Background: an optimization exercise with open tools, aiming at small area, a short achievable clock period and few clock cycles per item. Do not read the settings as production practice. Function was checked by simulation only, so behaviour that the tests miss may differ from the original. No activity file was given, so power comes from the tool's default toggle rates.

==> design.v <==
`timescale 1ns / 1ps
module mult(
  input clk_i,
  input rst_i,
  input [15:0] a_bi,
  input [7:0] b_bi,
  input start_i,
  output busy_o,
  output reg [23:0] y_bo 
);
  localparam IDLE = 1'b0, WORK = 1'b1;
  reg [2:0] ctr;
  wire [2:0] end_step;
  wire [23:0] part_sum;
  wire [23:0] shifted_part_sum;
  reg [7:0] b;
  reg [15:0] a;
  reg [23:0] part_res;
  reg state;
  assign part_sum = a&{16{b[ctr]}};
  assign shifted_part_sum=part_sum<<ctr;
  assign end_step=(ctr==3'h7);
  assign busy_o=state;
  always @(posedge clk_i)
	if (rst_i) begin
		ctr <= 0 ;
		part_res <= 0 ;
		y_bo <= 0 ;
		state <= IDLE;
	end else begin
		case (state)
			IDLE:
				if (start_i) begin
					state <= WORK;
					a <= a_bi;
					b <= b_bi;
					ctr <= 0;
					part_res <= 0;
				end
			WORK:
				begin
					if (end_step) begin
						state <= IDLE;
						y_bo <= part_res+shifted_part_sum;
					end else begin
					   part_res <= part_res+shifted_part_sum;
					   ctr <= ctr+1;
					end
				end
		endcase
	end
endmodule
`timescale 1ns / 1ps
module cube (
  input clk_i,
  input rst_i,
  input [7:0] x_bi,
  input start_i,
  output [1:0] busy_o,
  output reg [23:0] y_bo 
);
  localparam IDLE = 2'b00, FIRST_WORK = 2'b01, SECOND_WORK = 2'b10;
  reg [15:0] a;
  reg [7:0] b;
  wire [23:0] result;
  wire mult_busy;
  reg [1:0] state;
  reg start;
  reg start_end;
  assign busy_o=state;
  mult multiple(
    .clk_i(clk_i),
    .rst_i(rst_i),
    .a_bi(a),
    .b_bi(b),
    .start_i(start),
    .busy_o(mult_busy),
    .y_bo(result)
  );
  always @(posedge clk_i)
    if (rst_i) begin
      y_bo <= 0;
      state <= IDLE;
      start <= 0;
      start_end <= 0;
    end else begin
      case (state)
		IDLE:
			if (start_i) begin
				if (x_bi==0) begin
					y_bo <= 0;
				end else begin
					state <= FIRST_WORK;
					a <= {8'b0,x_bi};
					b <= x_bi;
					start <= 1;
					start_end <= 0;
				end
			end
		FIRST_WORK:
			begin
				if (start_end==0) begin
					start_end <= 1;
				end else begin
					start <= 0;
				end
				if (mult_busy==0 && start==0) begin
					state <= SECOND_WORK;
					a <= result[15:0];
					b <= x_bi;
					start <= 1;
					start_end <= 0;
				end
			end
		SECOND_WORK:
			begin
				if (start_end==0) begin
					start_end <= 1;
				end else begin
					start <= 0;
				end
				if (mult_busy==0 && start==0) begin
                    state <= IDLE;
                    y_bo <= result;
				end
			end
	  endcase
    end
endmodule
`timescale 1ns / 1ps
module sqrt(
  input clk_i,
  input rst_i,
  input start_i,
  input [7:0] x_i,
  output [1:0] busy_o,
  output reg [3:0] y_o 
);
    localparam IDLE = 2'b00, Y_WORK = 2'b01, X_WORK = 2'b10;
    reg [6:0] m,y,b;
    reg [7:0] x;
    wire x_above_b,end_step;
    reg [1:0] state;
    assign busy_o=state;
    assign x_above_b=(x>=b);
    assign end_step=(m==0);
    always @(posedge clk_i)
        if (rst_i) begin
            y_o <= 0;
            state <= IDLE;
        end else begin
        case (state)
            IDLE:
                if (start_i) begin
				    x <= x_i;
				    m <= 7'b1000000;
				    y <= 0;
				    state <= Y_WORK;
			    end
            Y_WORK:
                if (!end_step) begin
				    b <= y|m;
				    y <= y>>1;
				    state <= X_WORK;
			    end else begin
				    y_o <= y;
				    state <= IDLE;
			    end
		     X_WORK: begin
			    if (x_above_b) begin
					x <= x-b;
					y <= y|m;
				end
				m <= m>>2;
				state <= Y_WORK;
			end
	  endcase
    end   
endmodule
`timescale 1ns / 1ps
module func(
	input clk_i,
	input rst_i,
	input start_i,
	input [7:0] a_i,
	input [7:0] b_i,
	output busy_o,
	output reg [23:0] y_o
);
  localparam IDLE = 1'b0, WORK=1'b1;
  wire [1:0] busy_cube, busy_sqrt;
  reg start_sub,started,state;
  wire [23:0] result_cube;
  wire [3:0] result_sqrt;
  reg [7:0] a,b;
  wire done;
  cube cube1(
	.clk_i(clk_i),
	.rst_i(rst_i),
	.x_bi(a),
	.start_i(start_sub),
	.busy_o(busy_cube),
	.y_bo(result_cube)
  );
  sqrt sqrt1(
	.clk_i(clk_i),
	.rst_i(rst_i),
	.x_i(b),
	.start_i(start_sub),
	.busy_o(busy_sqrt),
	.y_o(result_sqrt)
  );
  assign busy_o = state;
  assign done = started && busy_sqrt==0 && busy_cube==0;
  always @(posedge clk_i)
    if (rst_i) begin
      y_o <= 0;
      state <= IDLE;
      start_sub <= 0;
      started <= 0;
    end else begin
      case (state)
		IDLE:
			if (start_i) begin
				a <= a_i;
				b <= b_i;
				start_sub <= 1;
				started <= 0;
				state <= WORK;
			end
		WORK:
			begin
				start_sub <= 0;
				started <= start_sub | started;
				if (done) begin
					y_o <= result_cube+result_sqrt;
					state <= IDLE;
				end
			end
	  endcase
    end
endmodule
==> run.sh <==
#!/bin/bash
# synth_recipe.tcl (not shown) runs the flow's synth.tcl, then flattens the netlist and writes it again
# the make line also repeats each setting of config.mk as NAME=value (left out here)
make -C /OpenROAD-flow-scripts/flow DESIGN_CONFIG=/design/flow/config.mk WORK_HOME=/design/flow/orfs CLKGATE_MAP_FILE= SYNTH_SCRIPT=/design/flow/synth_recipe.tcl finish
==> config.mk <==
export PLATFORM = sky130hd
export DESIGN_NAME = func
export DESIGN_NICKNAME = func
export VERILOG_FILES = /design/flow/design.v
export SDC_FILE = /design/flow/constraint.sdc
export NUM_CORES = 4
export LEC_CHECK = 0
export CAP_MARGIN = 20
export CORE_MARGIN = 2
export CORE_UTILIZATION = 40
export SLEW_MARGIN = 20
==> constraint.sdc <==
create_clock -name core_clock -period 5.0 [get_ports {clk_i}]
set_input_delay 1.0000 -clock core_clock [delete_from_list [all_inputs] [get_ports {clk_i}]]
set_output_delay 1.0000 -clock core_clock [all_outputs]
set_load 0.01 [all_outputs]
==> reports/results.tsv <==
metric	value	unit
status	finished clean	
dp_hpwl	17.4	mm
first_iter_violations	547	
synth.avg_cell_area	9.49	sq um
yosys.area.top_type	edfxtp_1	
critPathLaunchType	flop	
die_y	163	microns
clock.fmax	243	MHz
rsz0062_at_grt	false	
whs	417	ps
final_layout_size_suffix_gt1_share	7.59	%
cts_inserted_buffers	23	
drv_cap	0	
skew	22.6	ps
nets	1158	
cts-hold-fix-buffers	0	
grt_pass1_wl	39.1	mm
worst_ir_drop_vdd	0.289	mV
final_cell_mix	nand2_1 (137), dfxtp_1 (113), a21oi_1 (91)	
yosys.cell_types.count	67	
grt_max_degree	56	
required	5410	ps
synth_edf_count	90	
min_from	cube1.a[7]$_DFFE_PP_	
setup_violations	0	
slew_headroom	34.5	%
hold_class	flop to flop	
ios	44	
crit_path_max_fanout	12	
wl_per_cell	16.8	microns
synth.top_cell.area_share	26.6	%
synth-main-ff-cell	dfxtp_1	
cts_setup_buffers	0	
dpl_cell_area	0.0109	sq mm
synth_top_family_by_area	simple AND/OR/NAND/NOR gates	
syn_area	0.0102	sq mm
clk_pin_slew	60	ps
vias	7683	
tightestPinTransition	982	ps
setup_ws	876	ps
post-route-period-util	82.5	%
power	4830	uW
remaining_drc_errors	0	
antennaDiodeCount	0	
wirelength	24.1	mm
clock-sinks	203	
worstSetupPathType	flop to flop	
cts_tree	done	
yosys.area_share.simple	18.5	%
slew_viol_final	0	
fin_area	0.0116	sq mm
grt_pass1_vias	7356	
grt_overflow	0	
worstPathArrival	4530	ps
synth_fa_ha_area_share	6.14	%
ys_seq_area_share	48.9	%
synth_xor_area_share	3.36	%
syn2layout_area_growth	14.6	%
grt_antenna_before_repair	0	
final_common_cell	nand2_1	
r2r-start	cube1.multiple.ctr[0]$_SDFFE_PP0P_	
powerDensity	415	mW/mm^2
dr.pass1.iters	7	
dieArea	0.0267	sq mm
grt_usage	18.4	%
crit_path_end_kind	flop	
syn-instance-count	1070	
start_util	40.6	%
core-area	0.0250	sq mm
ys_seq_elements	203	
leakagePower	0.00408	uW
place_ws	889	ps
htree_levels	1	
portBuffers	43	
clockBufferDepth	3	
place.gp.congestion	0.926	
startpoint	cube1.multiple.ctr[0]$_SDFFE_PP0P_	
post_cts_resized	0	
synthArstFlopShare	0	%
fin_crit	4120	ps
ant_nets	0	
synth_area_leaders	edfxtp_1 (27%), dfxtp_1 (22%), ha_1 (5.5%)	
dieWidth	163	microns
clock-root-buffer	clkbuf_16	
clock_latency	520	ps
std_cell_rows	58	
yosysWarnings	4	
synthMuxAreaShare	4.03	%
syn-num-nets	1137	
routed_via_density	5.35	
hold_viol_final	0	
finalSetupTns	0	ps
synth_compound_area_share	15.4	%
-- sequential cells by signal, indices dropped and copies added (netlist names), 2 cells and up --
signal,count
sqrt1.x,8
cube1.multiple.b,8
cube1.a,16
b,8
sqrt1.b,7
cube1.b,8
cube1.y_bo,24
y_o,24
sqrt1.state,2
cube1.multiple.a,16
sqrt1.y_o,4
a,8
cube1.multiple.y_bo,24
sqrt1.y,7
cube1.state,2
cube1.multiple.part_res,24
cube1.multiple.ctr,3
sqrt1.m,4
-- power by group --
part,switching [uW],internal (uW),total [uW]
Clock,685,1050,1740
Sequential,101,1900,2000
Combinational,683,404,1090
Total,1470,3360,4830
-- synth_stat cells (4+ instances only) --
cell,n
a21oi_1,91
buf_1,8
nand3_1,59
a211oi_1,22
inv_1,36
o21a_1,7
clkbuf_1,46
xnor2_1,24
edfxtp_1,90
dfxtp_1,113
nor2_1,88
nor2b_1,10
or3_1,13
o21ai_1,8
nand4_1,16
buf_2,5
a21o_1,14
mux2i_1,15
a31oi_1,10
a21boi_0,5
a32o_1,4
xor2_1,15
o31ai_1,6
a22oi_1,11
ha_1,45
nand2_1,137
and3_1,6
and2_1,25
o21ai_0,41
or2_2,5
nand2b_1,5
nor3_1,19
nor3b_1,4
mux2_2,17
-- path summary, 6_finish.rpt --
check	end	slack [ps]	depth (start not counted)
setup / recovery	cube1.multiple.y_bo[22]$_SDFFE_PP0P_	880	14
hold / removal	cube1.multiple.a[7]$_DFFE_PP_	420	0
setup reg to reg	cube1.multiple.y_bo[22]$_SDFFE_PP0P_	880	14
hold reg to reg	cube1.multiple.a[7]$_DFFE_PP_	420	0
-- cell type report --
cell class	instances	area, sq um
Fill cell	2391	13400
Sequential cell	203	4960
Multi-Input combinational cell	771	4830
Clock buffer	28	594
Timing Repair Buffer	56	526
Tap cell	330	413
Clock inverter	13	171
Inverter	36	135
-- layer usage --
metal | routed length (microns) | GRT usage (%)
met4 | 620 | 5.95
met2 | 10700 | 28.7
met1 | 11700 | 26.2
met3 | 1120 | 2.89
met5 | 0 | 0
-- through the flow --
stage                     util, %  instances
after CTS                    46.5       1437
after detailed placement     43.4       1396
final                        46.5       1437
after floorplan                 -       1070
after global routing         46.5       1437
after global placement       43.4       1396
-- cells by family after synthesis --
family,count (synthesis)
DFF,203
buffers and inverters,96
xor gates and xnor gates,39
muxes,35
AOI/OAI and AO/OA,248
adders and majority gates,48
and+or+nand+nor,401
-- critical path: stages (launching register included) --
cell and delay [ps]:
dfxtp_1 550, mux4_2 620, nand2_1 110, and2_1 380, nor3_1 90, a31oi_1 200
nor2_1 70, ha_1 350, and2b_1 200, o2111ai_2 220, a311oi_2 170, o31ai_2 510
nor3_2 110, mux2i_1 140, a311o_1 310
Testbench counts, summed over its fixed seeds: cycles 55,120, items 2,400.

==> separate check: timing with driven ports <==
In the flow no input, the clock included, has a driving cell. The finished layout below was timed again as built, in two steps.
Step 1 (the two cells are an assumption about what drives the block):
set clk [get_ports {clk_i}]
set_driving_cell -lib_cell sky130_fd_sc_hd__clkbuf_16 $clk
set_driving_cell -lib_cell sky130_fd_sc_hd__buf_2 [delete_from_list [all_inputs] $clk]
Step 2 adds t to the input delays and takes it off the output delays; t is the mean of the earliest and latest rising clock arrival at the registers after step 1. Input paths then give back, and output paths get back, about the clock's delay inside the block.
Slacks: ideal / step 1 / step 2; pairs: ideal / step 1.
t (ns): 0.561
setup WS [ns]: 0.876 / 0.876 / 0.876
clock arrival spread, ns: 0.023 / 0.023
slew at the worst register clock pin (ns): 0.07 / 0.07
worst data-port slew with drivers (ns): 0.03
After both steps setup and hold are still met in this run. For this run, drivers alone change the setup slack by 0.000 ns; drivers and shift together by 0.000 ns.
